Source: an optimization exercise on an open RTL-to-GDS flow (aim: small area, a short achievable clock period and few clock cycles). Production flows keep margins and buffers that such runs may drop.
Where RTL was checked, it was by simulation tests only, not by an equivalence proof against the original.
No functional check of the RTL was part of runs 2 to 4.
No activity file was given, so power comes from the tool's default toggle rates.

[design/flow/design.v]
module pipeline (
	input  wire        clk,
	input  wire        rst_n,
	output wire [31:0] imem_addr,
	input  wire [31:0] imem_rdata,
	output reg  [31:0] dmem_addr,
	output reg  [31:0] dmem_wdata,
	output reg         dmem_we,
	output reg         dmem_byte,
	input  wire [31:0] dmem_rdata
);
	reg  [31:0] pc;
	reg         e_wen, e_load, e_store, e_br, e_jalr, e_link, e_pred;
	reg         e_alu, e_sub, e_sra, e_byte;
	reg  [2:0]  e_f3;
	reg  [4:0]  e_rd;
	reg  [31:0] e_a, e_b, e_aux;
	reg         w_wen, w_load, w_lb;
	reg  [4:0]  w_rd;
	reg  [31:0] rf [1:31];
	assign imem_addr = pc;
	wire [31:0] inst = imem_rdata;
	wire [4:0]  rs1 = inst[19:15];
	wire [4:0]  rs2 = inst[24:20];
	wire [4:0]  rd  = inst[11:7];
	wire [2:0]  f3  = inst[14:12];
	wire d_jal   = inst[3];
	wire d_jalr  = inst[6] & inst[2] & ~inst[3];
	wire d_br    = inst[6] & ~inst[2];
	wire d_lui   = ~inst[6] & inst[2];
	wire d_load  = ~inst[5] & ~inst[4];
	wire d_store = ~inst[6] & inst[5] & ~inst[4];
	wire d_opimm = ~inst[5] & inst[4];
	wire d_op    = inst[5] & inst[4] & ~inst[2];
	wire d_use1  = ~d_lui & ~d_jal;
	wire d_use2  = d_op | d_br | d_store;
	wire d_wr    = d_op | d_opimm | d_load | d_lui | d_jal | d_jalr;
	wire d_wen   = d_wr & (rd != 5'd0);
	wire d_alu   = d_op | d_opimm;
	wire d_sub   = d_br | (d_alu & ~f3[2] & f3[1]) | (d_op & inst[30] & (f3 == 3'b000));
	wire [31:0] e_bx  = e_b ^ {32{e_sub}};
	wire [31:0] e_sum = e_a + e_bx + {31'd0, e_sub};
	wire        e_sd  = e_a[31] ^ e_b[31];
	wire        e_lt  = e_sd ? e_a[31] : e_sum[31];
	wire        e_ltu = e_sd ? e_b[31] : e_sum[31];
	wire        e_eq  = (e_a == e_b);
	wire [2:0]  e_rsel = e_alu ? e_f3 : 3'b000;
	wire        e_left = ~e_f3[2];
	wire [4:0]  e_sh   = e_b[4:0];
	reg  [31:0] e_srev;
	integer k;
	always @(*) for (k = 0; k < 32; k = k + 1) e_srev[k] = e_a[31 - k];
	wire [31:0] e_sin  = e_left ? e_srev : e_a;
	wire        e_fill = e_sra & e_a[31] & ~e_left;
	wire [31:0] e_sr   = $signed({e_fill, e_sin}) >>> e_sh;
	reg  [31:0] e_srr;
	always @(*) for (k = 0; k < 32; k = k + 1) e_srr[k] = e_sr[31 - k];
	wire [31:0] e_shift = e_left ? e_srr : e_sr;
	reg  [31:0] e_alu_out;
	always @(*) begin
		case (e_rsel)
			3'b000: e_alu_out = e_sum;
			3'b001: e_alu_out = e_shift;
			3'b010: e_alu_out = {31'd0, e_lt};
			3'b011: e_alu_out = {31'd0, e_ltu};
			3'b100: e_alu_out = e_a ^ e_b;
			3'b101: e_alu_out = e_shift;
			3'b110: e_alu_out = e_a | e_b;
			default: e_alu_out = e_a & e_b;
		endcase
	end
	wire [31:0] e_res = e_link ? e_aux : e_alu_out;
	wire e_cond  = e_f3[2] ? (e_f3[1] ? e_ltu : e_lt) : e_eq;
	wire e_taken = e_cond ^ e_f3[0];
	wire redirect = e_jalr | (e_br & (e_taken ^ e_pred));
	wire [31:0] e_target = e_jalr ? {e_sum[31:1], 1'b0} : e_aux;
	wire [31:0] w_data = w_load ? (w_lb ? {24'd0, dmem_rdata[31:24]} : dmem_rdata) : dmem_addr;
	wire fe1 = e_wen & (e_rd == rs1);
	wire fw1 = w_wen & (w_rd == rs1);
	wire fe2 = e_wen & (e_rd == rs2);
	wire fw2 = w_wen & (w_rd == rs2);
	reg  [31:0] rf1, rf2;
	integer r;
	always @(*) begin
		rf1 = 32'd0;
		rf2 = 32'd0;
		for (r = 1; r < 32; r = r + 1) begin
			rf1 = rf1 | (rf[r] & {32{rs1 == r}});
			rf2 = rf2 | (rf[r] & {32{rs2 == r}});
		end
	end
	wire [31:0] rs1v = fe1 ? e_res : fw1 ? w_data : rf1;
	wire [31:0] rs2v = fe2 ? e_res : fw2 ? w_data : rf2;
	wire stall = e_load & e_wen & ((d_use1 & (e_rd == rs1)) | (d_use2 & (e_rd == rs2)));
	wire go    = ~redirect & ~stall;
	wire [31:0] imm_b_op = d_lui ? {inst[31:12], 12'd0}
	                             : {{20{inst[31]}}, inst[31:25], d_store ? inst[11:7] : inst[24:20]};
	wire [31:0] imm_jb = d_jal ? {{12{inst[31]}}, inst[19:12], inst[20], inst[30:21], 1'b0}
	                           : {{20{inst[31]}}, inst[7], inst[30:25], inst[11:8], 1'b0};
	wire [31:0] pc_tgt = pc + imm_jb;
	wire [31:0] pc_4   = pc + 32'd4;
	wire        d_pred = d_jal | (d_br & inst[31]);
	always @(posedge clk or negedge rst_n) begin
		if (!rst_n) begin
			pc <= 32'd0;
			e_wen <= 1'b0; e_load <= 1'b0; e_store <= 1'b0; e_br <= 1'b0; e_jalr <= 1'b0;
			dmem_we <= 1'b0; w_wen <= 1'b0;
		end else begin
			if (redirect)    pc <= e_target;
			else if (!stall) pc <= d_pred ? pc_tgt : pc_4;
			e_wen   <= go & d_wen;
			e_load  <= go & d_load;
			e_store <= go & d_store;
			e_br    <= go & d_br;
			e_jalr  <= go & d_jalr;
			dmem_we <= e_store;
			w_wen   <= e_wen;
		end
	end
	always @(posedge clk) begin
		e_link <= d_jal | d_jalr;
		e_pred <= d_pred;
		e_alu  <= d_alu;
		e_sub  <= d_sub;
		e_sra  <= inst[30];
		e_byte <= ~f3[1];
		e_f3   <= f3;
		e_rd   <= rd;
		e_a    <= d_lui ? 32'd0 : rs1v;
		e_b    <= (d_op | d_br) ? rs2v : imm_b_op;
		e_aux  <= d_store ? rs2v : (d_br & ~inst[31]) ? pc_tgt : pc_4;
		dmem_addr  <= e_res;
		dmem_wdata <= e_aux;
		dmem_byte  <= e_byte;
		w_rd   <= e_rd;
		w_load <= e_load;
		w_lb   <= e_byte;
		if (w_wen) rf[w_rd] <= w_data;
	end
endmodule
[design/flow/run.sh]
#!/bin/bash
# synth_recipe.tcl (not shown) runs the flow's synth.tcl, then flattens the netlist and writes it again
# the make line also repeats each setting of config.mk as NAME=value (left out here)
make -C /OpenROAD-flow-scripts/flow DESIGN_CONFIG=/design/flow/config.mk WORK_HOME=/design/flow/orfs CLKGATE_MAP_FILE= SYNTH_SCRIPT=/design/flow/synth_recipe.tcl finish
[design/flow/config.mk]
export PLATFORM = sky130hd
export DESIGN_NAME = pipeline
export DESIGN_NICKNAME = pipeline
export VERILOG_FILES = /design/flow/design.v
export SDC_FILE = /design/flow/constraint.sdc
export NUM_CORES = 8
export LEC_CHECK = 0
export CAP_MARGIN = 20
export CELL_PAD_IN_SITES_DETAIL_PLACEMENT = 2
export CELL_PAD_IN_SITES_GLOBAL_PLACEMENT = 2
export CORE_MARGIN = 2
export CORE_UTILIZATION = 35
export SETUP_SLACK_MARGIN = 5
export SLEW_MARGIN = 20
[design/flow/constraint.sdc]
create_clock -name core_clock -period 10.0 [get_ports {clk}]
set_input_delay 2.0000 -clock core_clock [delete_from_list [all_inputs] [get_ports {clk}]]
set_output_delay 2.0000 -clock core_clock [all_outputs]
set_load 0.01 [all_outputs]
==> results of run 1 <==
power by group:
part           internal (mW)  total, mW  switching [mW]
sequential              6.29       6.92           0.637
clock                   3.18       5.56            2.39
combinational           1.57       4.86            3.29
layout by cell type (no fill, tap or decap), types with 64 or more instances in the layout:
cell / instances
edfxtp_1: 992
a22oi_1: 652
nand2_1: 373
buf_4: 252
nor2_1: 234
a21oi_1: 179
dfxtp_1: 175
nand3_1: 174
a221oi_1: 157
clkbuf_16: 145
clkdlybuf4s50_1: 144
o21ai_0: 142
inv_1: 133
a22o_1: 126
ha_1: 122
nand4_1: 116
nor2_4: 94
xor2_1: 83
nor3_1: 82
a222oi_1: 64
worst max path at each step:
stage                                    end  cells after the start  slack (ns)
after floorplan           pc[28]$_DFFE_PN0P_                     15        4.99
after global placement        e_b[0]$_DFF_P_                     11        3.02
after detailed placement      e_b[0]$_DFF_P_                     11        2.87
after CTS                     e_b[0]$_DFF_P_                     11        4.85
after global routing      pc[28]$_DFFE_PN0P_                     15        5.00
final                      e_a[6]$_SDFF_PP0_                     12        4.90
cells by family after synthesis:
| group | Yosys count | synth area share |
|---|---|---|
| AOI/OAI and AO/OA | 1701 | 0.211 |
| buffers and inverters | 504 | 0.0332 |
| adders and majority gates | 127 | 0.0270 |
| xor gates and xnor gates | 135 | 0.0199 |
| DFF | 1212 | 0.578 |
| muxes | 125 | 0.0325 |
| and+or+nand+nor | 1258 | 0.0986 |
sequential cells by signal (all words and copies together) (netlist names), 3 cells and up:
signal / flops
dmem_addr: 32
w_rd: 5
e_aux: 32
rf: 992
e_a: 32
e_rd: 5
pc: 32
dmem_wdata: 32
e_b: 32
e_f3: 3
layer usage:
metal / vias to the layer above / track usage / wire, um
met5: - / 0 / 45
met1: 28600 / 0.507 / 132000
met4: 8 / 0.290 / 32000
met2: 4332 / 0.653 / 166000
met3: 1242 / 0.109 / 42000
li1: 20700 / - / -
metrics by stage:
step                worst slack, ns  hold slack (ns)  area [um2]  instances  power, mW
finish                         4.90            0.332       70900       7626       17.3
global route                   5.00            0.346       70900       7614       17.8
CTS                            4.85            0.336       70600       7596       17.2
detailed placement             2.87            0.314       65400       7322       11.7
global placement               3.02            0.316       65400       7321       11.6
floorplan                      4.99            0.310       59500       5062       9.06
timing repair:
| action | CTS | global route |
|---|---|---|
| pin swaps | 7 | 10 |
| buffers inserted | 12 | 16 |
| endpoints found under the setup margin | 133 | 67 |
| gates resized for setup | 71 | 41 |
layout make-up:
| class | count | area [um2] |
|---|---|---|
| Fill cell | 17100 | 98200 |
| Tap cell | 2218 | 2780 |
| Antenna cell | 12 | 30.0 |
| Sequential cell | 1212 | 34400 |
| Clock buffer | 176 | 3820 |
| Multi-Input combinational cell | 3346 | 24300 |
| Clock inverter | 86 | 1100 |
| Timing Repair Buffer | 438 | 3940 |
| Inverter | 138 | 523 |
==> run_summary.xml, run 1 <==
<?xml version="1.0" encoding="UTF-8"?>
<metrics>
  <group name="status">
    <metric name="status" unit="">finished clean</metric>
  </group>
  <group name="cells_and_area">
    <metric name="areaGrowthSynthToFinish" unit="%">19.2</metric>
    <metric name="design.final.nets" unit="">5472</metric>
    <metric name="final_util" unit="">0.419</metric>
    <metric name="share_of_post_route_cells_with_drive_strength_above_1" unit="">0.151</metric>
  </group>
  <group name="worst_setup_path">
    <metric name="critical-path-max-stage-delay" unit="ns">0.62</metric>
    <metric name="rr_endpoint" unit="">e_aux[9]$_DFF_P_</metric>
    <metric name="critPathTopFamily" unit="">buffers and inverters</metric>
    <metric name="setup.worst_path.class" unit="">input port to register</metric>
    <metric name="setup.worst_path.end_class" unit="">register</metric>
    <metric name="timing.critical_path.required" unit="ns">10.74</metric>
    <metric name="timing.critical_path.buf_inv" unit="">4</metric>
    <metric name="rr_startpoint" unit="">e_sub$_DFF_P_</metric>
    <metric name="cp-start-kind" unit="">input port</metric>
    <metric name="r2r_cells" unit="">12</metric>
    <metric name="timing.critical_path.slowest_stage_cell" unit="">buf_4</metric>
    <metric name="cp_cell_sequence" unit="">clkdlybuf4s50_1 &gt; buf_4 &gt; nand3_1 &gt; nor2_4 &gt; buf_4 &gt; buf_4 &gt; a22o_1 &gt; a221oi_1 &gt; nand4_1 &gt; o22ai_1 &gt; mux2_2 &gt; nor2_1</metric>
    <metric name="regToRegSetupSlack" unit="ns">5.15</metric>
    <metric name="cp_max_fo" unit="">18</metric>
    <metric name="setup.worst_path.start" unit="">imem_rdata[16]</metric>
    <metric name="critical_path_arrival" unit="ns">5.84</metric>
    <metric name="cp_common_cell" unit="">buf_4</metric>
  </group>
  <group name="yosys">
    <metric name="synth_edf_count" unit="">992</metric>
    <metric name="most_used_flip_flop_cell_after_synthesis" unit="">edfxtp_1</metric>
    <metric name="postSynthCellCount" unit="">5062</metric>
    <metric name="number_of_library_cell_types_mapped_by_synthesis" unit="">91</metric>
    <metric name="yosysTopAreaCell" unit="">edfxtp_1</metric>
    <metric name="synth.most_common_cell" unit="">edfxtp_1</metric>
    <metric name="synthArstFlopShare" unit="">0.0322</metric>
    <metric name="sequential_area_share_after_synthesis" unit="">0.578</metric>
    <metric name="synthesis.nets" unit="">5255</metric>
    <metric name="mappedNetlistArea" unit="um2">59500</metric>
    <metric name="yosys_reg_bits" unit="">1212</metric>
    <metric name="synthesis.area_per_instance" unit="um2">11.8</metric>
    <metric name="yosys_warnings" unit="">1</metric>
    <metric name="synth_top_area_share" unit="">0.501</metric>
    <metric name="synth_area_leaders" unit="">edfxtp_1, a22oi_1, dfxtp_1</metric>
    <metric name="synth.cells.most_frequent" unit="">edfxtp_1, a22oi_1, nand2_1</metric>
  </group>
  <group name="cts">
    <metric name="clkSinkCount" unit="">1212</metric>
    <metric name="cts_buffers" unit="">143</metric>
    <metric name="clock_latency_on_the_worst_skew_pair" unit="ns">0.85</metric>
    <metric name="postCtsHoldBufs" unit="">0</metric>
    <metric name="clk_pin_slew" unit="ns">0.06</metric>
    <metric name="clockBufferDepth" unit="">3</metric>
    <metric name="master_cell_of_the_clock_root_buffer" unit="">clkbuf_16</metric>
    <metric name="cts_tree" unit="">yes</metric>
    <metric name="cts_h_tree_lvls" unit="">4</metric>
  </group>
  <group name="worst_hold_path">
    <metric name="hold_class" unit="">register to register</metric>
    <metric name="timing.hold.worst_endpoint" unit="">w_lb$_DFF_P_</metric>
    <metric name="hold_depth" unit="">0</metric>
    <metric name="hold_start" unit="">e_byte$_DFF_P_</metric>
  </group>
  <group name="timing">
    <metric name="post-route-min-period" unit="ns">5.10</metric>
    <metric name="fin_worst_skew" unit="ns">0.0561</metric>
    <metric name="timing.slew.headroom" unit="">0.188</metric>
    <metric name="fmaxAchievable" unit="MHz">196</metric>
    <metric name="final_min_period_over_clock_period" unit="">0.510</metric>
    <metric name="grt_setup_unrepaired" unit="">no</metric>
    <metric name="finalSetupTns" unit="ns">0</metric>
    <metric name="slew_viol_final" unit="">0</metric>
    <metric name="timing_hold_violations_final" unit="">0</metric>
    <metric name="timing.final.setup_violations" unit="">0</metric>
    <metric name="worst_pin_slew" unit="ns">1.22</metric>
  </group>
  <group name="grt">
    <metric name="grt_overflow_total" unit="">0</metric>
    <metric name="grt_first_pass_wirelength" unit="mm">494</metric>
    <metric name="grt_usage" unit="">0.419</metric>
    <metric name="grt_pass1_vias" unit="">54200</metric>
    <metric name="grt_max_degree" unit="">47</metric>
    <metric name="initial_antenna_violation_count" unit="">16</metric>
  </group>
  <group name="power">
    <metric name="pwr_density_cell" unit="nW/um2">245</metric>
    <metric name="peakVddDrop" unit="mV">0.198</metric>
    <metric name="power_leakage" unit="nW">24.5</metric>
  </group>
  <group name="drt">
    <metric name="route.antenna.remaining_nets" unit="">0</metric>
    <metric name="wl_per_cell" unit="um">48.8</metric>
    <metric name="drt_iter0_markers" unit="">9196</metric>
    <metric name="drt_wl_total" unit="mm">372</metric>
    <metric name="via_count" unit="">54900</metric>
    <metric name="drt_first_pass_iters" unit="">9</metric>
    <metric name="avg_vias_per_cell" unit="">7.20</metric>
    <metric name="detail_route.drc_violations" unit="">0</metric>
  </group>
  <group name="floorplan">
    <metric name="floorplan.die_area" unit="um2">173000</metric>
    <metric name="core_area" unit="um2">169000</metric>
    <metric name="floorplan.initialDensity" unit="">0.352</metric>
    <metric name="ios" unit="">164</metric>
    <metric name="die_y" unit="um">416</metric>
    <metric name="die_width" unit="um">416</metric>
    <metric name="placement_rows" unit="">151</metric>
  </group>
  <group name="place">
    <metric name="port_buffers" unit="">161</metric>
    <metric name="routabilityCongestion" unit="">0.927</metric>
    <metric name="hpwlAfterDp" unit="mm">233</metric>
  </group>
  <group name="run">
    <metric name="max_cap_violations" unit="">0</metric>
  </group>
</metrics>
Testbench counts, summed over its fixed seeds: cycles 89,122.
==> run 2, diff against run 1 <==
--- a/design/flow/design.v
+++ b/design/flow/design.v
@@ -79,16 +79,8 @@
 	wire fw1 = w_wen & (w_rd == rs1);
 	wire fe2 = e_wen & (e_rd == rs2);
 	wire fw2 = w_wen & (w_rd == rs2);
-	reg  [31:0] rf1, rf2;
-	integer r;
-	always @(*) begin
-		rf1 = 32'd0;
-		rf2 = 32'd0;
-		for (r = 1; r < 32; r = r + 1) begin
-			rf1 = rf1 | (rf[r] & {32{rs1 == r}});
-			rf2 = rf2 | (rf[r] & {32{rs2 == r}});
-		end
-	end
+	wire [31:0] rf1 = (rs1 == 5'd0) ? 32'd0 : rf[rs1];
+	wire [31:0] rf2 = (rs2 == 5'd0) ? 32'd0 : rf[rs2];
 	wire [31:0] rs1v = fe1 ? e_res : fw1 ? w_data : rf1;
 	wire [31:0] rs2v = fe2 ? e_res : fw2 ? w_data : rf2;
 	wire stall = e_load & e_wen & ((d_use1 & (e_rd == rs1)) | (d_use2 & (e_rd == rs2)));
--- a/design/flow/config.mk
+++ b/design/flow/config.mk
@@ -10,5 +10,4 @@
 export CELL_PAD_IN_SITES_GLOBAL_PLACEMENT = 2
 export CORE_MARGIN = 2
 export CORE_UTILIZATION = 35
-export SETUP_SLACK_MARGIN = 5
 export SLEW_MARGIN = 20
==> run 2 against run 1 <==
  * Sequential share of layout area fell by 1.8 points
  * Sequential cell count did not move
  * Wire length fell by 29%
  * Fmax fell by 17%
  * Non-clock buffer count fell by 133
  * Still clean
  * Worst setup slack got worse by 1.1 ns
  * Final area rose by 3.9%
  * Critical endpoint is now pc[9]$_DFFE_PN0P_
  * Synthesized area rose by 7.8%
  * Register-to-register slack got worse by 1.3 ns
  * Clock skew rose by 0.0078 ns
  * Critical path depth rose by 1
  * Combinational power fell by 1%
==> run_summary.xml, run 2 <==
<?xml version="1.0" encoding="UTF-8"?>
<metrics>
  <group name="cts">
    <metric name="post_cts_resized" unit="">0</metric>
    <metric name="clock_latency_on_the_worst_skew_pair" unit="ns">0.83</metric>
    <metric name="master_cell_of_the_clock_root_buffer" unit="">clkbuf_16</metric>
    <metric name="post_cts_buffers" unit="">0</metric>
    <metric name="cts_tree" unit="">yes</metric>
    <metric name="clk_pin_slew" unit="ns">0.06</metric>
    <metric name="postCtsHoldBufs" unit="">0</metric>
    <metric name="cts_h_tree_lvls" unit="">4</metric>
    <metric name="cts_buffers" unit="">141</metric>
    <metric name="clkSinkCount" unit="">1212</metric>
    <metric name="clockBufferDepth" unit="">3</metric>
  </group>
  <group name="yosys">
    <metric name="synthArstFlopShare" unit="">0.0322</metric>
    <metric name="synth_edf_count" unit="">992</metric>
    <metric name="number_of_library_cell_types_mapped_by_synthesis" unit="">82</metric>
    <metric name="yosys_warnings" unit="">1</metric>
    <metric name="synth.most_common_cell" unit="">edfxtp_1</metric>
    <metric name="yosys_reg_bits" unit="">1212</metric>
    <metric name="most_used_flip_flop_cell_after_synthesis" unit="">edfxtp_1</metric>
    <metric name="sequential_area_share_after_synthesis" unit="">0.536</metric>
    <metric name="mappedNetlistArea" unit="um2">64100</metric>
    <metric name="synth_top_area_share" unit="">0.464</metric>
    <metric name="synth_area_leaders" unit="">edfxtp_1, mux4_2, dfxtp_1</metric>
    <metric name="synthesis.nets" unit="">4616</metric>
    <metric name="yosysTopAreaCell" unit="">edfxtp_1</metric>
    <metric name="synthesis.area_per_instance" unit="um2">14.5</metric>
    <metric name="synth.cells.most_frequent" unit="">edfxtp_1, mux4_2, nor2_1</metric>
    <metric name="postSynthCellCount" unit="">4423</metric>
  </group>
  <group name="cells_and_area">
    <metric name="finish.cell_count_without_fillers" unit="">7042</metric>
    <metric name="final_util" unit="">0.404</metric>
    <metric name="layout.cells.most_common" unit="">edfxtp_1</metric>
    <metric name="final.fill_count" unit="">17800</metric>
    <metric name="share_of_post_route_cells_with_drive_strength_above_1" unit="">0.241</metric>
    <metric name="top_register" unit="">rf</metric>
    <metric name="design.final.nets" unit="">4734</metric>
    <metric name="most_frequent_cells_in_the_layout" unit="">edfxtp_1, mux4_2, nor2_1</metric>
    <metric name="areaGrowthSynthToFinish" unit="%">14.9</metric>
    <metric name="largest_register_ffs" unit="">992</metric>
  </group>
  <group name="timing">
    <metric name="slew_viol_final" unit="">0</metric>
    <metric name="worst_pin_slew" unit="ns">1.20</metric>
    <metric name="fin_worst_skew" unit="ns">0.0639</metric>
    <metric name="timing.final.setup_violations" unit="">0</metric>
    <metric name="grt_setup_unrepaired" unit="">no</metric>
    <metric name="final_min_period_over_clock_period" unit="">0.615</metric>
    <metric name="post-route-min-period" unit="ns">6.15</metric>
    <metric name="finalSetupTns" unit="ns">0</metric>
    <metric name="fmaxAchievable" unit="MHz">163</metric>
    <metric name="holdWs" unit="ns">0.341</metric>
    <metric name="timing_hold_violations_final" unit="">0</metric>
    <metric name="timing.slew.headroom" unit="">0.178</metric>
  </group>
  <group name="power">
    <metric name="power.combinational.fraction" unit="">0.283</metric>
    <metric name="fin_total_pwr" unit="mW">17.0</metric>
    <metric name="p_clk_frac" unit="">0.311</metric>
    <metric name="power_leakage" unit="nW">24.9</metric>
    <metric name="internal_power" unit="mW">11.0</metric>
    <metric name="switching_share" unit="">0.352</metric>
    <metric name="peakVddDrop" unit="mV">0.156</metric>
    <metric name="power.share.sequential" unit="">0.406</metric>
    <metric name="p_switching" unit="mW">5.97</metric>
    <metric name="pwr_density_cell" unit="nW/um2">230</metric>
  </group>
  <group name="grt">
    <metric name="grt_overflow_total" unit="">0</metric>
    <metric name="grt_usage" unit="">0.284</metric>
    <metric name="grt_first_pass_wirelength" unit="mm">370</metric>
    <metric name="grt_max_degree" unit="">122</metric>
    <metric name="grt_pass1_vias" unit="">46100</metric>
    <metric name="initial_antenna_violation_count" unit="">15</metric>
  </group>
  <group name="status">
    <metric name="status" unit="">finished clean</metric>
  </group>
  <group name="worst_setup_path">
    <metric name="setup.worst_path.class" unit="">register to register</metric>
    <metric name="regToRegSetupSlack" unit="ns">3.85</metric>
    <metric name="cp-start-kind" unit="">register</metric>
    <metric name="rr_startpoint" unit="">e_b[3]$_DFF_P_</metric>
    <metric name="setup.worst_path.end_class" unit="">register</metric>
    <metric name="timing.critical_path.required" unit="ns">10.72</metric>
    <metric name="cp_max_fo" unit="">64</metric>
    <metric name="critical_path_arrival" unit="ns">6.87</metric>
    <metric name="setup.worst_path.start" unit="">e_b[3]$_DFF_P_</metric>
  </group>
  <group name="drt">
    <metric name="route.antenna.remaining_nets" unit="">0</metric>
    <metric name="avg_vias_per_cell" unit="">6.16</metric>
    <metric name="via_count" unit="">43400</metric>
    <metric name="drt_iter0_markers" unit="">3868</metric>
    <metric name="detail_route.drc_violations" unit="">0</metric>
    <metric name="drt_wl_total" unit="mm">265</metric>
    <metric name="drt_first_pass_iters" unit="">5</metric>
    <metric name="wl_per_cell" unit="um">37.7</metric>
  </group>
  <group name="place">
    <metric name="hpwlAfterDp" unit="mm">173</metric>
    <metric name="routabilityCongestion" unit="">0.879</metric>
    <metric name="port_buffers" unit="">161</metric>
    <metric name="dp.cells" unit="">6782</metric>
  </group>
  <group name="floorplan">
    <metric name="ios" unit="">164</metric>
    <metric name="floorplan.die_area" unit="um2">187000</metric>
    <metric name="die_width" unit="um">432</metric>
    <metric name="placement_rows" unit="">157</metric>
    <metric name="floorplan.initialDensity" unit="">0.351</metric>
    <metric name="die_y" unit="um">432</metric>
    <metric name="core_area" unit="um2">182000</metric>
  </group>
  <group name="run">
    <metric name="max_cap_violations" unit="">0</metric>
  </group>
  <group name="worst_hold_path">
    <metric name="hold_class" unit="">register to register</metric>
    <metric name="hold_start" unit="">e_byte$_DFF_P_</metric>
  </group>
</metrics>
-- run 2: changes by cell type in the layout (fill, tap and decap cells not counted), sizes merged, moves of 41 or more --
cell and change:
nand4 -104, a22oi -652, buf -125, a21oi +61, a211oi +56, o21ai +41, a222oi -64, a221oi -147
mux4 +581, nand2 -145, a22o -123, nand3 -128, mux2i +130
-- run 2: final timing paths --
| check | end | cells past startpoint |
|---|---|---|
| worst max-delay path | pc[9]$_DFFE_PN0P_ | 13 |
| worst min-delay path | w_lb$_DFF_P_ | 0 |
| worst max register to register | pc[9]$_DFFE_PN0P_ | 13 |
| worst min register to register | w_lb$_DFF_P_ | 0 |
| max in group asynchronous | e_jalr$_DFF_PN0_ | 2 |
| min in group asynchronous | pc[31]$_DFFE_PN0P_ | 2 |
-- run 2: worst max-delay path, cell delays in order, from the launching register on --
cell      delay [ns]
dfxtp_1         0.31
buf_4           0.23
inv_1           0.73
ha_1            0.41
nor4_1          0.60
nand4_1         0.17
nor3_1          0.42
nor2_1          0.12
nor4_2          0.71
mux2i_4         0.33
buf_4           0.61
or3_2           0.83
a211oi_1        0.15
a211o_1         0.32
-- run 2: cell families after synthesis --
logic type	Yosys count	synth area share
and+or+nand+nor	830	0.0579
DFF	1212	0.536
adders and majority gates	127	0.0250
AOI/OAI and AO/OA	815	0.0788
buffers and inverters	462	0.0282
muxes	841	0.255
xor gates and xnor gates	136	0.0186
-- run 2: metal layers --
layer  vias up  part of all wire  track usage
met4         4             0.048        0.124
li1      17900                 -            -
met1     23700              0.40        0.358
met2      1399              0.50        0.486
met5         -           0.00013            0
met3       422             0.051       0.0400
-- run 2: metrics by stage --
| step | setup slack [ns] | area [um2] |
|---|---|---|
| floorplan | 3.76 | 64100 |
| global placement | 3.21 | 69000 |
| detailed placement | 3.26 | 69000 |
| CTS | 3.90 | 73700 |
| global route | 3.71 | 73700 |
| finish | 3.85 | 73700 |
-- run 2: power by group through the flow --
stage / Clock, mW / Sequential, mW / Combinational, mW
final: 5.28 / 6.90 / 4.80
after global routing: 5.55 / 6.92 / 5.11
after CTS: 5.38 / 6.90 / 4.79
after detailed placement: 0 / 7.00 / 4.77
after global placement: 0 / 6.99 / 4.69
after floorplan: 0 / 6.71 / 2.58
-- run 2: cell type report --
class	instances	area (um2)	share of cell area
Inverter	132	495	0.00672
Timing Repair Buffer	305	2760	0.0374
Antenna cell	7	17.5	0.000238
Multi-Input combinational cell	2749	28400	0.385
Sequential cell	1212	34400	0.467
Clock inverter	73	890	0.0121
Clock buffer	179	3770	0.0512
Tap cell	2385	2980	0.0405
==> run 3, diff against run 2 <==
--- a/design/flow/config.mk
+++ b/design/flow/config.mk
@@ -10,4 +10,5 @@
 export CELL_PAD_IN_SITES_GLOBAL_PLACEMENT = 2
 export CORE_MARGIN = 2
 export CORE_UTILIZATION = 35
+export SETUP_SLACK_MARGIN = 5
 export SLEW_MARGIN = 20
==> run 3 against run 2 <==
  * Sequential power about the same
  * Non-clock buffer count grew 21
  * Synthesized cell count unchanged
  * Critical path depth down 3
  * Fmax grew 23%
  * Total power is 0.23% higher
  * Final area is 0.68% higher
  * Via count down 0.13%
  * Combinational power rose by 2%
  * First-iteration DRC count is 4.0% higher
  * Critical path type unchanged
  * Highest routed layer unchanged
==> run_summary.xml, run 3 <==
<?xml version="1.0" encoding="UTF-8"?>
<metrics>
  <group name="grt">
    <metric name="initial_antenna_violation_count" unit="">13</metric>
    <metric name="grt_overflow_total" unit="">0</metric>
    <metric name="grt_pass1_vias" unit="">46400</metric>
    <metric name="grt_first_pass_wirelength" unit="mm">369</metric>
    <metric name="top_usage_layer" unit="">met2</metric>
    <metric name="globalRouteMet2Util" unit="">0.487</metric>
    <metric name="grt_usage" unit="">0.282</metric>
    <metric name="grt_max_degree" unit="">90</metric>
    <metric name="global_route.usage.met1" unit="">0.357</metric>
    <metric name="use_met3" unit="">0.0350</metric>
  </group>
  <group name="timing">
    <metric name="worst_pin_slew" unit="ns">1.23</metric>
    <metric name="fin_worst_skew" unit="ns">0.0741</metric>
    <metric name="timing_hold_violations_final" unit="">0</metric>
    <metric name="grt_setup_unrepaired" unit="">yes</metric>
    <metric name="timing.slew.headroom" unit="">0.174</metric>
    <metric name="fmaxAchievable" unit="MHz">201</metric>
    <metric name="slew_viol_final" unit="">0</metric>
    <metric name="post-route-min-period" unit="ns">4.99</metric>
    <metric name="finalSetupTns" unit="ns">0</metric>
    <metric name="final_min_period_over_clock_period" unit="">0.499</metric>
    <metric name="timing.final.setup_violations" unit="">0</metric>
  </group>
  <group name="floorplan">
    <metric name="floorplan.initialDensity" unit="">0.351</metric>
    <metric name="die_y" unit="um">432</metric>
    <metric name="die_width" unit="um">432</metric>
    <metric name="core_area" unit="um2">182000</metric>
    <metric name="placement_rows" unit="">157</metric>
    <metric name="ios" unit="">164</metric>
    <metric name="floorplan.die_area" unit="um2">187000</metric>
  </group>
  <group name="yosys">
    <metric name="yosysTopAreaCell" unit="">edfxtp_1</metric>
    <metric name="yosys_warnings" unit="">1</metric>
    <metric name="sequential_area_share_after_synthesis" unit="">0.536</metric>
    <metric name="synth_top_area_share" unit="">0.464</metric>
    <metric name="synthesis.area_per_instance" unit="um2">14.5</metric>
    <metric name="yosys_reg_bits" unit="">1212</metric>
    <metric name="synth.most_common_cell" unit="">edfxtp_1</metric>
    <metric name="synth_area_leaders" unit="">edfxtp_1, mux4_2, dfxtp_1</metric>
    <metric name="most_used_flip_flop_cell_after_synthesis" unit="">edfxtp_1</metric>
    <metric name="postSynthCellCount" unit="">4423</metric>
    <metric name="synth_edf_count" unit="">992</metric>
    <metric name="synthesis.nets" unit="">4616</metric>
    <metric name="number_of_library_cell_types_mapped_by_synthesis" unit="">82</metric>
    <metric name="synth.cells.most_frequent" unit="">edfxtp_1, mux4_2, nor2_1</metric>
    <metric name="mappedNetlistArea" unit="um2">64100</metric>
    <metric name="synthArstFlopShare" unit="">0.0322</metric>
  </group>
  <group name="cts">
    <metric name="master_cell_of_the_clock_root_buffer" unit="">clkbuf_16</metric>
    <metric name="cts_tree" unit="">yes</metric>
    <metric name="postCtsHoldBufs" unit="">0</metric>
    <metric name="cts_h_tree_lvls" unit="">4</metric>
    <metric name="clock_latency_on_the_worst_skew_pair" unit="ns">0.81</metric>
    <metric name="clockBufferDepth" unit="">3</metric>
    <metric name="clk_pin_slew" unit="ns">0.06</metric>
    <metric name="cts_buffers" unit="">141</metric>
    <metric name="clkSinkCount" unit="">1212</metric>
  </group>
  <group name="place">
    <metric name="routabilityCongestion" unit="">0.891</metric>
    <metric name="port_buffers" unit="">161</metric>
    <metric name="placed_area" unit="um2">69100</metric>
    <metric name="hpwlAfterDp" unit="mm">174</metric>
  </group>
  <group name="drt">
    <metric name="detail_route.drc_violations" unit="">0</metric>
    <metric name="drt_first_pass_iters" unit="">5</metric>
    <metric name="route.antenna.remaining_nets" unit="">0</metric>
    <metric name="drt_iter0_markers" unit="">4024</metric>
    <metric name="drt_wl_total" unit="mm">264</metric>
    <metric name="wl_per_cell" unit="um">37.5</metric>
    <metric name="avg_vias_per_cell" unit="">6.14</metric>
    <metric name="via_count" unit="">43400</metric>
  </group>
  <group name="cells_and_area">
    <metric name="top_register" unit="">rf</metric>
    <metric name="areaGrowthSynthToFinish" unit="%">15.7</metric>
    <metric name="design.final.nets" unit="">4756</metric>
    <metric name="final-seq-area" unit="um2">34400</metric>
    <metric name="layout.cells.most_common" unit="">edfxtp_1</metric>
    <metric name="most_frequent_cells_in_the_layout" unit="">edfxtp_1, mux4_2, nor2_1</metric>
    <metric name="final.fill_count" unit="">17800</metric>
    <metric name="share_of_post_route_cells_with_drive_strength_above_1" unit="">0.252</metric>
    <metric name="finish.instance_area" unit="um2">74200</metric>
    <metric name="largest_register_ffs" unit="">992</metric>
    <metric name="multiInputGateArea" unit="um2">28600</metric>
  </group>
  <group name="worst_setup_path">
    <metric name="cp-start-kind" unit="">register</metric>
    <metric name="critical_path_arrival" unit="ns">5.53</metric>
    <metric name="setup.worst_path.class" unit="">register to register</metric>
    <metric name="timing.critical_path.required" unit="ns">10.54</metric>
    <metric name="regToRegSetupSlack" unit="ns">5.01</metric>
    <metric name="cp_max_fo" unit="">44</metric>
    <metric name="setup.worst_path.end_class" unit="">register</metric>
  </group>
  <group name="power">
    <metric name="pwr_density_cell" unit="nW/um2">229</metric>
    <metric name="peakVddDrop" unit="mV">0.145</metric>
    <metric name="power_leakage" unit="nW">25.1</metric>
  </group>
  <group name="worst_hold_path">
    <metric name="hold_class" unit="">register to register</metric>
  </group>
  <group name="run">
    <metric name="max_cap_violations" unit="">0</metric>
  </group>
  <group name="status">
    <metric name="status" unit="">finished clean</metric>
  </group>
</metrics>
==> run 3: cell counts after synthesis <==
Identical to the previous run, type by type.
==> run 3: per-stage QoR <==
step	hold slack [ns]	worst slack (ns)	total power, mW	utilization	std cells
after CTS	0.338	4.74	17.1	0.406	7055
after global placement	0.312	3.62	11.7	0.379	6790
after floorplan	0.310	4.83	9.34	-	4423
after detailed placement	0.319	3.61	11.8	0.379	6791
after global routing	0.345	4.88	17.6	0.407	7057
final	0.339	5.01	17.0	0.407	7058
==> run 3: critical path, cell delays in order, from the launching register on <==
cell and delay, ns:
dfxtp_2 0.64, buf_8 0.41, mux4_2 0.64, mux2_2 0.32
mux4_2 0.51, o211ai_1 0.19, a21oi_1 0.09, o22ai_1 0.45
o21ai_0 0.52, mux2i_2 0.53, o21ai_0 0.34
==> run 3: final timing paths <==
kind                                 start            endpoint  cells past startpoint
max                        e_f3[2]$_DFF_P_      e_b[3]$_DFF_P_                     10
min                         e_byte$_DFF_P_        w_lb$_DFF_P_                      0
max reg2reg                e_f3[2]$_DFF_P_      e_b[3]$_DFF_P_                     10
min reg2reg                 e_byte$_DFF_P_        w_lb$_DFF_P_                      0
max in group asynchronous            rst_n    e_jalr$_DFF_PN0_                      2
min in group asynchronous            rst_n  pc[29]$_DFFE_PN0P_                      2
==> run 3: final cells by class <==
type	count	area share
Antenna cell	1	0.0000337
Clock buffer	181	0.0504
Clock inverter	71	0.0115
Inverter	132	0.00678
Multi-Input combinational cell	2749	0.386
Sequential cell	1212	0.464
Tap cell	2385	0.0402
Timing Repair Buffer	326	0.0414
Timing Repair inverter	1	0.0000675
==> run 3: report_power, final <==
group | switching [mW] | internal [mW] | total (mW)
clock network | 2.26 | 2.94 | 5.20
logic | 3.09 | 1.81 | 4.90
registers | 0.637 | 6.27 | 6.91
==> run 3: metal layers <==
layer | share of wire | up-vias
met5 | 0.00016 | -
met1 | 0.40 | 23600
li1 | - | 17900
met4 | 0.047 | 6
met3 | 0.046 | 420
met2 | 0.51 | 1426
==> run 3: cell families after synthesis <==
group           share of synthesized area
mux                                 0.255
xor+xnor                           0.0186
buf+inv                            0.0282
simple gates                       0.0579
compound gates                     0.0788
fa+ha+maj                          0.0250
flops                               0.536
==> run 3: timing repair <==
item                       CTS  global route
gates resized for setup     50            33
gates cloned                 1             0
pin swaps                   10             1
setup endpoints to repair  101            66
buffers inserted            11             2
==> run 4, diff against run 3 <==
==> design/flow/config.mk (replaced) <==
export PLATFORM = sky130hd
export DESIGN_NAME = pipeline
export DESIGN_NICKNAME = pipeline
export VERILOG_FILES = /design/flow/design.v
export SDC_FILE = /design/flow/constraint.sdc
export NUM_CORES = 8
export LEC_CHECK = 0
export CAP_MARGIN = 20
export CELL_PAD_IN_SITES_DETAIL_PLACEMENT = 1
export CELL_PAD_IN_SITES_GLOBAL_PLACEMENT = 1
export CORE_MARGIN = 2
export CORE_UTILIZATION = 55
export SETUP_SLACK_MARGIN = 5
export SLEW_MARGIN = 20
==> run 4 against run 3 <==
  * Clock skew is 0.030 ns lower
  * Cell count is 13% lower
  * Sequential cell count stayed put
  * Worst setup slack worse by 0.095 ns
  * Synthesized cell count stayed put
  * Critical path depth is 2 lower
  * Combinational power is 3% lower
  * Sequential power is 1% lower
  * Wire length is 10% lower
  * Total power is 3.5% lower
  * Fmax is 1.9% lower
  * Critical path type is now input port to register
==> run_summary.xml, run 4 <==
<?xml version="1.0" encoding="UTF-8"?>
<metrics>
  <group name="timing">
    <metric name="worst_pin_slew" unit="ns">1.30</metric>
    <metric name="post-route-min-period" unit="ns">5.08</metric>
    <metric name="holdWs" unit="ns">0.329</metric>
    <metric name="post-route-worst-setup-slack" unit="ns">4.92</metric>
    <metric name="fmaxAchievable" unit="MHz">197</metric>
    <metric name="timing.slew.headroom" unit="">0.124</metric>
    <metric name="timing_hold_violations_final" unit="">0</metric>
    <metric name="fin_worst_skew" unit="ns">0.0440</metric>
    <metric name="timing.final.setup_violations" unit="">0</metric>
    <metric name="slew_viol_final" unit="">0</metric>
    <metric name="final_min_period_over_clock_period" unit="">0.508</metric>
    <metric name="grt_setup_unrepaired" unit="">no</metric>
    <metric name="finalSetupTns" unit="ns">0</metric>
  </group>
  <group name="drt">
    <metric name="drt_iter0_markers" unit="">5756</metric>
    <metric name="avg_vias_per_cell" unit="">7.29</metric>
    <metric name="route.antenna.remaining_nets" unit="">0</metric>
    <metric name="via_count" unit="">45000</metric>
    <metric name="detail_route.drc_violations" unit="">0</metric>
    <metric name="wl_per_cell" unit="um">38.6</metric>
    <metric name="drt_first_pass_iters" unit="">5</metric>
    <metric name="drt_wl_total" unit="mm">238</metric>
  </group>
  <group name="yosys">
    <metric name="synth_top_area_share" unit="">0.464</metric>
    <metric name="synth_area_leaders" unit="">edfxtp_1, mux4_2, dfxtp_1</metric>
    <metric name="synthesis.nets" unit="">4616</metric>
    <metric name="synth.cells.most_frequent" unit="">edfxtp_1, mux4_2, nor2_1</metric>
    <metric name="sequential_area_share_after_synthesis" unit="">0.536</metric>
    <metric name="yosys_warnings" unit="">1</metric>
    <metric name="synth_edf_count" unit="">992</metric>
    <metric name="number_of_library_cell_types_mapped_by_synthesis" unit="">82</metric>
    <metric name="synthesis.area_per_instance" unit="um2">14.5</metric>
    <metric name="synth.most_common_cell" unit="">edfxtp_1</metric>
    <metric name="synthArstFlopShare" unit="">0.0322</metric>
    <metric name="yosys_reg_bits" unit="">1212</metric>
    <metric name="mappedNetlistArea" unit="um2">64100</metric>
    <metric name="yosysTopAreaCell" unit="">edfxtp_1</metric>
    <metric name="postSynthCellCount" unit="">4423</metric>
    <metric name="most_used_flip_flop_cell_after_synthesis" unit="">edfxtp_1</metric>
  </group>
  <group name="worst_hold_path">
    <metric name="hold_start" unit="">e_byte$_DFF_P_</metric>
    <metric name="hold_class" unit="">register to register</metric>
  </group>
  <group name="worst_setup_path">
    <metric name="critical_path_arrival" unit="ns">5.66</metric>
    <metric name="critPathTopFamily" unit="">multiplexers</metric>
    <metric name="timing.critical_path.slowest_stage_cell" unit="">buf_4</metric>
    <metric name="cp_max_fo" unit="">88</metric>
    <metric name="timing.critical_path.required" unit="ns">10.58</metric>
    <metric name="cp_common_cell" unit="">o21ai_0</metric>
    <metric name="rr_startpoint" unit="">e_b[0]$_DFF_P_</metric>
    <metric name="setup.worst_path.end_class" unit="">register</metric>
    <metric name="timing.critical_path.buf_inv" unit="">2</metric>
    <metric name="critical-path-max-stage-delay" unit="ns">0.72</metric>
    <metric name="setup.worst_path.class" unit="">input port to register</metric>
    <metric name="cp_cell_sequence" unit="">buf_12 &gt; buf_4 &gt; mux4_2 &gt; mux4_2 &gt; mux2i_1 &gt; o21ai_0 &gt; o21ai_0 &gt; o21ai_0</metric>
    <metric name="setup.worst_path.start" unit="">imem_rdata[21]</metric>
    <metric name="cp-start-kind" unit="">input port</metric>
  </group>
  <group name="power">
    <metric name="power.combinational.fraction" unit="">0.290</metric>
    <metric name="peakVddDrop" unit="mV">0.182</metric>
    <metric name="p_switching" unit="mW">5.66</metric>
    <metric name="p_clk_frac" unit="">0.295</metric>
    <metric name="fin_total_pwr" unit="mW">16.4</metric>
    <metric name="switching_share" unit="">0.344</metric>
    <metric name="pwr_density_cell" unit="nW/um2">227</metric>
    <metric name="power.share.sequential" unit="">0.416</metric>
    <metric name="power_leakage" unit="nW">24.8</metric>
    <metric name="internal_power" unit="mW">10.8</metric>
  </group>
  <group name="cts">
    <metric name="clkSinkCount" unit="">1212</metric>
    <metric name="clock_latency_on_the_worst_skew_pair" unit="ns">0.77</metric>
    <metric name="clockBufferDepth" unit="">3</metric>
    <metric name="clk_pin_slew" unit="ns">0.06</metric>
    <metric name="cts_buffers" unit="">131</metric>
    <metric name="cts_h_tree_lvls" unit="">4</metric>
    <metric name="cts_tree" unit="">yes</metric>
    <metric name="master_cell_of_the_clock_root_buffer" unit="">clkbuf_16</metric>
  </group>
  <group name="grt">
    <metric name="grt_max_degree" unit="">93</metric>
    <metric name="grt_usage" unit="">0.399</metric>
    <metric name="initial_antenna_violation_count" unit="">17</metric>
    <metric name="grt_first_pass_wirelength" unit="mm">338</metric>
    <metric name="grt_pass1_vias" unit="">45800</metric>
    <metric name="grt_overflow_total" unit="">0</metric>
  </group>
  <group name="cells_and_area">
    <metric name="final_util" unit="">0.625</metric>
    <metric name="areaGrowthSynthToFinish" unit="%">13.0</metric>
    <metric name="design.final.nets" unit="">4719</metric>
    <metric name="largest_register_ffs" unit="">992</metric>
    <metric name="most_frequent_cells_in_the_layout" unit="">edfxtp_1, mux4_2, nor2_1</metric>
    <metric name="final.fill_count" unit="">10600</metric>
    <metric name="top_register" unit="">rf</metric>
    <metric name="layout.cells.most_common" unit="">edfxtp_1</metric>
    <metric name="finish.cell_count_without_fillers" unit="">6165</metric>
    <metric name="share_of_post_route_cells_with_drive_strength_above_1" unit="">0.244</metric>
    <metric name="finish.instance_area" unit="um2">72500</metric>
  </group>
  <group name="place">
    <metric name="dp_slack" unit="ns">3.59</metric>
    <metric name="placed_area" unit="um2">67900</metric>
    <metric name="hpwlAfterDp" unit="mm">152</metric>
    <metric name="routabilityCongestion" unit="">1.07</metric>
    <metric name="dp.cells" unit="">5912</metric>
    <metric name="port_buffers" unit="">161</metric>
  </group>
  <group name="run">
    <metric name="max_cap_violations" unit="">0</metric>
  </group>
  <group name="floorplan">
    <metric name="placement_rows" unit="">125</metric>
    <metric name="floorplan.initialDensity" unit="">0.553</metric>
    <metric name="ios" unit="">164</metric>
    <metric name="core_area" unit="um2">116000</metric>
    <metric name="floorplan.die_area" unit="um2">119000</metric>
    <metric name="die_width" unit="um">345</metric>
    <metric name="die_y" unit="um">345</metric>
  </group>
  <group name="status">
    <metric name="status" unit="">finished clean</metric>
  </group>
</metrics>
[run 4: final timing paths]
| check | cells past startpoint | slack, ns | to |
|---|---|---|---|
| setup / recovery | 8 | 4.92 | e_b[12]$_DFF_P_ |
| hold / removal | 0 | 0.33 | w_lb$_DFF_P_ |
| setup reg to reg | 13 | 5.10 | e_b[30]$_DFF_P_ |
| hold reg to reg | 0 | 0.33 | w_lb$_DFF_P_ |
| max in group asynchronous | 2 | 8.17 | e_jalr$_DFF_PN0_ |
| min in group asynchronous | 2 | 1.35 | pc[6]$_DFFE_PN0P_ |
[run 4: logic make-up (layout without fill, tap and decap cells)]
family / Yosys count / count (layout) / synth area share
compound gates: 815 / 815 / 0.0788
xor+xnor: 136 / 136 / 0.0186
fa+ha+maj: 127 / 127 / 0.0250
buf+inv: 462 / 673 / 0.0282
flops: 1212 / 1212 / 0.536
mux: 841 / 841 / 0.255
other cells: 0 / 7 / 0
simple gates: 830 / 830 / 0.0579
[run 4: final cells by class]
cell class	instances	area, um2	share of cell area
inverters	132	499	0.00689
clock buffers	170	3630	0.0501
well taps	1524	1910	0.0263
multi-input cells	2749	28600	0.394
flip-flops and latches	1212	34400	0.475
clock inverters	71	622	0.00858
repair buffers	300	2840	0.0392
diodes	7	17.5	0.000242
[run 4: power groups by stage]
| stage | Sequential [mW] | Combinational [mW] | Clock, mW |
|---|---|---|---|
| 2_1_floorplan | 6.72 | 2.62 | 0 |
| 3_3_place_gp | 6.87 | 4.50 | 0 |
| 3_5_place_dp | 6.90 | 4.58 | 0 |
| 4_1_cts | 6.80 | 4.62 | 4.87 |
| 5_1_grt | 6.84 | 5.02 | 5.06 |
| 6_report | 6.82 | 4.75 | 4.84 |
[run 4: worst register-to-register path, cell delays in order (launching register included)]
cell,delay [ns]
dfxtp_2,0.31
buf_4,0.46
mux2_4,0.39
fa_1,0.47
a211oi_1,0.32
o21a_1,0.26
o31ai_1,0.21
and3_1,0.31
or4_1,0.48
o21ai_0,0.41
o311a_1,0.30
o31ai_2,0.15
o21ai_1,0.53
o21ai_0,0.17
[run 4: repair_timing]
item | in CTS | in global routing
gates resized for setup | 21 | 41
hold buffers | 0 | 0
pin swaps | 1 | 4
setup buffers | 0 | 3
setup endpoints to repair | 62 | 48
cloned | 1 | 1
[run 4: metal layers]
layer | global-route usage | wire length, um | vias to the layer above
li1 | - | - | 17900
met2 | 0.624 | 112000 | 2904
met3 | 0.0948 | 25000 | 651
met1 | 0.521 | 86600 | 23500
met4 | 0.212 | 14100 | 12
met5 | 0 | 66 | -
==> run 5, diff against run 4 <==
--- a/design/flow/design.v
+++ b/design/flow/design.v
@@ -10,7 +10,7 @@
 	input  wire [31:0] dmem_rdata
 );
 	reg  [31:0] pc;
-	reg         e_wen, e_load, e_store, e_br, e_jalr, e_link, e_pred;
+	reg         e_wen, e_load, e_store, e_br, e_jalr, e_link, e_pred, e_jal4;
 	reg         e_alu, e_sub, e_sra, e_byte;
 	reg  [2:0]  e_f3;
 	reg  [4:0]  e_rd;
@@ -79,32 +79,44 @@
 	wire fw1 = w_wen & (w_rd == rs1);
 	wire fe2 = e_wen & (e_rd == rs2);
 	wire fw2 = w_wen & (w_rd == rs2);
-	wire [31:0] rf1 = (rs1 == 5'd0) ? 32'd0 : rf[rs1];
-	wire [31:0] rf2 = (rs2 == 5'd0) ? 32'd0 : rf[rs2];
+	reg  [31:0] rf1, rf2;
+	integer r;
+	always @(*) begin
+		rf1 = 32'd0;
+		rf2 = 32'd0;
+		for (r = 1; r < 32; r = r + 1) begin
+			rf1 = rf1 | (rf[r] & {32{rs1 == r}});
+			rf2 = rf2 | (rf[r] & {32{rs2 == r}});
+		end
+	end
 	wire [31:0] rs1v = fe1 ? e_res : fw1 ? w_data : rf1;
 	wire [31:0] rs2v = fe2 ? e_res : fw2 ? w_data : rf2;
 	wire stall = e_load & e_wen & ((d_use1 & (e_rd == rs1)) | (d_use2 & (e_rd == rs2)));
 	wire go    = ~redirect & ~stall;
 	wire [31:0] imm_b_op = d_lui ? {inst[31:12], 12'd0}
 	                             : {{20{inst[31]}}, inst[31:25], d_store ? inst[11:7] : inst[24:20]};
-	wire [31:0] imm_jb = d_jal ? {{12{inst[31]}}, inst[19:12], inst[20], inst[30:21], 1'b0}
-	                           : {{20{inst[31]}}, inst[7], inst[30:25], inst[11:8], 1'b0};
-	wire [31:0] pc_tgt = pc + imm_jb;
+	wire [31:0] imm_pc = d_jal  ? {{12{inst[31]}}, inst[19:12], inst[20], inst[30:21], 1'b0}
+	                   : d_jalr ? {{20{inst[31]}}, inst[31:20]}
+	                   :          {{20{inst[31]}}, inst[7], inst[30:25], inst[11:8], 1'b0};
+	wire [31:0] pc_tgt = pc + imm_pc;
 	wire [31:0] pc_4   = pc + 32'd4;
-	wire        d_pred = d_jal | (d_br & inst[31]);
+	wire        d_jalr_k = d_jalr & e_jal4 & (e_rd == rs1);
+	wire        d_pred = d_jal | (d_br & inst[31]) | d_jalr_k;
+	wire        d_jal4 = d_jal & (inst[31:12] == 20'h00400);
 	always @(posedge clk or negedge rst_n) begin
 		if (!rst_n) begin
-			pc <= 32'd0;
+			pc <= 32'd0; e_jal4 <= 1'b0;
 			e_wen <= 1'b0; e_load <= 1'b0; e_store <= 1'b0; e_br <= 1'b0; e_jalr <= 1'b0;
 			dmem_we <= 1'b0; w_wen <= 1'b0;
 		end else begin
 			if (redirect)    pc <= e_target;
-			else if (!stall) pc <= d_pred ? pc_tgt : pc_4;
+			else if (!stall) pc <= d_pred ? {pc_tgt[31:1], pc_tgt[0] & ~d_jalr} : pc_4;
 			e_wen   <= go & d_wen;
 			e_load  <= go & d_load;
 			e_store <= go & d_store;
 			e_br    <= go & d_br;
-			e_jalr  <= go & d_jalr;
+			e_jalr  <= go & d_jalr & ~d_jalr_k;
+			e_jal4  <= go & d_jal4 & d_wen;
 			dmem_we <= e_store;
 			w_wen   <= e_wen;
 		end
==> design/flow/flow/run.sh (new file) <==
#!/bin/bash
set -euo pipefail
export SETUP_SLACK_MARGIN=5.5
export BUFFER_PORTS_ARGS="-buffer_cell sky130_fd_sc_hd__buf_2"
bash standard.sh > standard_flow.log 2>&1
==> design/flow/standard.sh (new file) <==
#!/bin/bash
# synth_recipe.tcl (not shown) runs the flow's synth.tcl, then flattens the netlist and writes it again
# the make line also repeats each setting of config.mk as NAME=value (left out here)
make -C /OpenROAD-flow-scripts/flow DESIGN_CONFIG=/design/flow/config.mk WORK_HOME=/design/flow/orfs CLKGATE_MAP_FILE= SYNTH_SCRIPT=/design/flow/synth_recipe.tcl "${@:-finish}"
==> design/flow/config.mk (replaced) <==
export PLATFORM = sky130hd
export DESIGN_NAME = pipeline
export DESIGN_NICKNAME = pipeline
export VERILOG_FILES = /design/flow/design.v
export SDC_FILE = /design/flow/constraint.sdc
export NUM_CORES = 8
export LEC_CHECK = 0
export CAP_MARGIN = 20
export CELL_PAD_IN_SITES_DETAIL_PLACEMENT = 2
export CELL_PAD_IN_SITES_GLOBAL_PLACEMENT = 2
export CORE_MARGIN = 2
export CORE_UTILIZATION = 35
export CTS_CLUSTER_DIAMETER = 100
export CTS_CLUSTER_SIZE = 24
export SLEW_MARGIN = 20
removed: design/flow/run.sh
==> run 5 against run 4 <==
  * Final area decreased by 4.9%
  * Die area increased by 46%
  * Sequential power increased by 1%
  * Cell count increased by 22%
  * Critical path depth increased by 2
  * Synthesized area decreased by 6.7%
  * Worst setup slack improved by 0.38 ns
  * Clock power decreased by 34%
  * Fmax increased by 8.0%
  * Largest cell class unchanged
  * Largest power group unchanged
==> run_summary.xml, run 5 <==
<?xml version="1.0" encoding="UTF-8"?>
<metrics>
  <group name="status">
    <metric name="status" unit="">finished clean</metric>
  </group>
  <group name="power">
    <metric name="internal_power" unit="mW">9.21</metric>
    <metric name="power.share.sequential" unit="">0.452</metric>
    <metric name="pwr_density_cell" unit="nW/um2">222</metric>
    <metric name="switching_share" unit="">0.398</metric>
    <metric name="fin_total_pwr" unit="mW">15.3</metric>
    <metric name="p_switching" unit="mW">6.09</metric>
    <metric name="peakVddDrop" unit="mV">0.145</metric>
    <metric name="power_leakage" unit="nW">23.7</metric>
    <metric name="power.combinational.fraction" unit="">0.340</metric>
    <metric name="p_clk_frac" unit="">0.208</metric>
  </group>
  <group name="drt">
    <metric name="drt_first_pass_iters" unit="">10</metric>
    <metric name="drt_iter0_markers" unit="">8574</metric>
    <metric name="via_count" unit="">54600</metric>
    <metric name="wl_per_cell" unit="um">48.7</metric>
    <metric name="route.antenna.remaining_nets" unit="">0</metric>
    <metric name="drt_wl_total" unit="mm">368</metric>
    <metric name="detail_route.drc_violations" unit="">0</metric>
    <metric name="avg_vias_per_cell" unit="">7.22</metric>
  </group>
  <group name="grt">
    <metric name="grt_first_pass_wirelength" unit="mm">486</metric>
    <metric name="grt_pass1_vias" unit="">53800</metric>
    <metric name="initial_antenna_violation_count" unit="">20</metric>
    <metric name="grt_usage" unit="">0.409</metric>
    <metric name="grt_overflow_total" unit="">0</metric>
    <metric name="grt_max_degree" unit="">54</metric>
  </group>
  <group name="cts">
    <metric name="cts_h_tree_lvls" unit="">3</metric>
    <metric name="cts_buffers" unit="">66</metric>
    <metric name="clock_latency_on_the_worst_skew_pair" unit="ns">0.73</metric>
    <metric name="master_cell_of_the_clock_root_buffer" unit="">clkbuf_16</metric>
    <metric name="clockBufferDepth" unit="">3</metric>
    <metric name="cts_tree" unit="">yes</metric>
    <metric name="clk_pin_slew" unit="ns">0.10</metric>
    <metric name="clkSinkCount" unit="">1213</metric>
  </group>
  <group name="yosys">
    <metric name="synth_edf_count" unit="">992</metric>
    <metric name="postSynthCellCount" unit="">5102</metric>
    <metric name="most_used_flip_flop_cell_after_synthesis" unit="">edfxtp_1</metric>
    <metric name="synth.most_common_cell" unit="">edfxtp_1</metric>
    <metric name="mappedNetlistArea" unit="um2">59800</metric>
    <metric name="yosysTopAreaCell" unit="">edfxtp_1</metric>
    <metric name="synthArstFlopShare" unit="">0.0330</metric>
    <metric name="yosys_warnings" unit="">1</metric>
    <metric name="synth_top_area_share" unit="">0.498</metric>
    <metric name="synth.cells.most_frequent" unit="">edfxtp_1, a22oi_1, nand2_1</metric>
    <metric name="yosys_reg_bits" unit="">1213</metric>
    <metric name="sequential_area_share_after_synthesis" unit="">0.575</metric>
    <metric name="synthesis.nets" unit="">5296</metric>
    <metric name="number_of_library_cell_types_mapped_by_synthesis" unit="">99</metric>
    <metric name="synth_area_leaders" unit="">edfxtp_1, a22oi_1, dfxtp_1</metric>
    <metric name="synthesis.area_per_instance" unit="um2">11.7</metric>
  </group>
  <group name="cells_and_area">
    <metric name="design.final.nets" unit="">5494</metric>
    <metric name="most_frequent_cells_in_the_layout" unit="">edfxtp_1, a22oi_1, nand2_1</metric>
    <metric name="areaGrowthSynthToFinish" unit="%">15.3</metric>
    <metric name="largest_register_ffs" unit="">992</metric>
    <metric name="layout.cells.most_common" unit="">edfxtp_1</metric>
    <metric name="finish.cell_count_without_fillers" unit="">7552</metric>
    <metric name="top_register" unit="">rf</metric>
    <metric name="share_of_post_route_cells_with_drive_strength_above_1" unit="">0.184</metric>
    <metric name="final.fill_count" unit="">17300</metric>
  </group>
  <group name="floorplan">
    <metric name="core_area" unit="um2">170000</metric>
    <metric name="die_y" unit="um">417</metric>
    <metric name="placement_rows" unit="">151</metric>
    <metric name="ios" unit="">164</metric>
    <metric name="die_width" unit="um">417</metric>
    <metric name="floorplan.die_area" unit="um2">174000</metric>
    <metric name="floorplan.initialDensity" unit="">0.353</metric>
  </group>
  <group name="worst_setup_path">
    <metric name="r2r_cells" unit="">13</metric>
    <metric name="timing.critical_path.slowest_stage_cell" unit="">nor2_4</metric>
    <metric name="regToRegSetupSlack" unit="ns">5.52</metric>
    <metric name="cp-start-kind" unit="">input port</metric>
    <metric name="timing.critical_path.required" unit="ns">10.63</metric>
    <metric name="critical-path-max-stage-delay" unit="ns">0.68</metric>
    <metric name="cp_cell_sequence" unit="">clkbuf_4 &gt; or3_1 &gt; nor2_4 &gt; buf_4 &gt; a221oi_1 &gt; nand4_1 &gt; nor3_1 &gt; nand2_1 &gt; o211ai_1 &gt; a21oi_1</metric>
    <metric name="setup.worst_path.class" unit="">input port to register</metric>
    <metric name="setup.worst_path.end_class" unit="">register</metric>
    <metric name="critical_path_arrival" unit="ns">5.33</metric>
    <metric name="cp_max_fo" unit="">19</metric>
    <metric name="critical_path_depth" unit="">10</metric>
    <metric name="critPathTopFamily" unit="">simple AND/OR/NAND/NOR gates</metric>
    <metric name="timing.critical_path.buf_inv" unit="">2</metric>
  </group>
  <group name="timing">
    <metric name="timing_hold_violations_final" unit="">0</metric>
    <metric name="slew_viol_final" unit="">0</metric>
    <metric name="timing.final.setup_violations" unit="">0</metric>
    <metric name="final_min_period_over_clock_period" unit="">0.470</metric>
    <metric name="finalSetupTns" unit="ns">0</metric>
    <metric name="grt_setup_unrepaired" unit="">yes</metric>
    <metric name="fmaxAchievable" unit="MHz">213</metric>
    <metric name="timing.slew.headroom" unit="">0.187</metric>
    <metric name="post-route-min-period" unit="ns">4.70</metric>
    <metric name="fin_worst_skew" unit="ns">0.0612</metric>
    <metric name="worst_pin_slew" unit="ns">1.22</metric>
  </group>
  <group name="worst_hold_path">
    <metric name="hold_depth" unit="">0</metric>
    <metric name="hold_class" unit="">register to register</metric>
  </group>
  <group name="place">
    <metric name="routabilityCongestion" unit="">0.938</metric>
    <metric name="dp.cells" unit="">7335</metric>
    <metric name="hpwlAfterDp" unit="mm">227</metric>
    <metric name="port_buffers" unit="">161</metric>
  </group>
  <group name="run">
    <metric name="max_cap_violations" unit="">0</metric>
  </group>
</metrics>
==> run 5: path summary, 6_finish.rpt <==
path | startpoint | to
setup reg to reg | e_sub$_DFF_P_ | e_b[11]$_DFF_P_
max in group asynchronous | rst_n | e_jalr$_DFF_PN0_
hold reg to reg | e_byte$_DFF_P_ | w_lb$_DFF_P_
setup / recovery | imem_rdata[17] | e_a[20]$_SDFF_PP0_
min in group asynchronous | rst_n | pc[19]$_DFFE_PN0P_
hold / removal | e_byte$_DFF_P_ | w_lb$_DFF_P_
==> run 5: per-layer routing <==
metal | global-route usage | part of all wire | wire [um]
met1 | 0.498 | 0.36 | 132000
met2 | 0.650 | 0.45 | 167000
met3 | 0.0951 | 0.10 | 38600
met4 | 0.270 | 0.082 | 30000
met5 | 0 | 0.00080 | 294
==> run 5: repair_timing <==
action,CTS,global route
setup endpoints to repair,141,103
cloned,1,1
buffers inserted,67,45
hold buffers,0,0
pin swaps,49,43
resized for setup,151,120
==> run 5: cells by family after synthesis <==
group / after synthesis / share of synthesized area
buf+inv: 530 / 0.0348
fa+ha+maj: 128 / 0.0270
mux: 119 / 0.0315
xor+xnor: 139 / 0.0206
simple gates: 1219 / 0.0961
compound gates: 1754 / 0.215
flops: 1213 / 0.575
==> run 5: stage by stage <==
stage                     area, um2   util  hold slack (ns)  setup slack (ns)
after floorplan               60000      -            0.310              5.16
after global routing          68900  0.406            0.356              5.32
final                         69000  0.406            0.353              5.30
after CTS                     67900  0.400            0.356              5.31
after global placement        64700  0.381            0.312              3.91
after detailed placement      64700  0.381            0.338              3.84
==> run 5: power groups by stage <==
stage / Sequential (mW) / Combinational [mW] / Clock, mW
after floorplan: 6.74 / 2.41 / 0
after global placement: 7.01 / 4.53 / 0
after detailed placement: 7.01 / 4.62 / 0
after CTS: 6.90 / 4.86 / 3.19
after global routing: 6.93 / 5.43 / 3.32
final: 6.92 / 5.20 / 3.18
==> run 5: final cells by class <==
type / count / area, um2 / share of cell area
antenna: 8 / 20.0 / 0.000290
clock buffer: 79 / 1740 / 0.0252
clock inverter: 15 / 254 / 0.00368
inverter: 147 / 559 / 0.00811
multi-input combinational: 3361 / 25300 / 0.367
sequential: 1213 / 34400 / 0.499
tap: 2218 / 2780 / 0.0402
timing repair buffer: 511 / 3870 / 0.0561
Testbench counts of run 5, summed over its fixed seeds: cycles 86,713.

-- re-timing with driven ports --
Ports are ideal in the flow. The routed layouts listed here were re-timed in OpenROAD.
Step 1 assumes that a clkbuf_16 drives the clock port and a buf_2 every other input.
Step 2 moves the port delays by t, midway between the first and last clock arrival at a register: inputs arrive t later, outputs are due t later. That takes back most of the time a late clock gives input paths.
Three values: ideal, step 1, step 2; two values: the first two.
| run | t (ns) | slack for setup (ns) | hold slack, ns | pins driven straight from the clock port |
|---|---|---|---|---|
| run 1 | 0.904 | 4.901 / 4.964 / 4.060 | 0.332 / 0.332 / 0.332 | 1 |
| run 2 | 0.886 | 3.847 / 3.847 / 3.193 | 0.341 / 0.341 / 0.341 | 1 |
| run 3 | 0.861 | 5.013 / 5.013 / 4.318 | 0.339 / 0.339 / 0.339 | 1 |
| run 4 | 0.829 | 4.918 / 4.939 / 4.110 | 0.329 / 0.329 / 0.329 | 1 |
| run 5 | 0.789 | 5.296 / 5.360 / 4.570 | 0.353 / 0.353 / 0.353 | 1 |
After both steps every run listed still meets setup and hold. For run 1, which loses most, drivers alone change the setup slack by +0.063 ns; drivers and shift together by -0.841 ns.
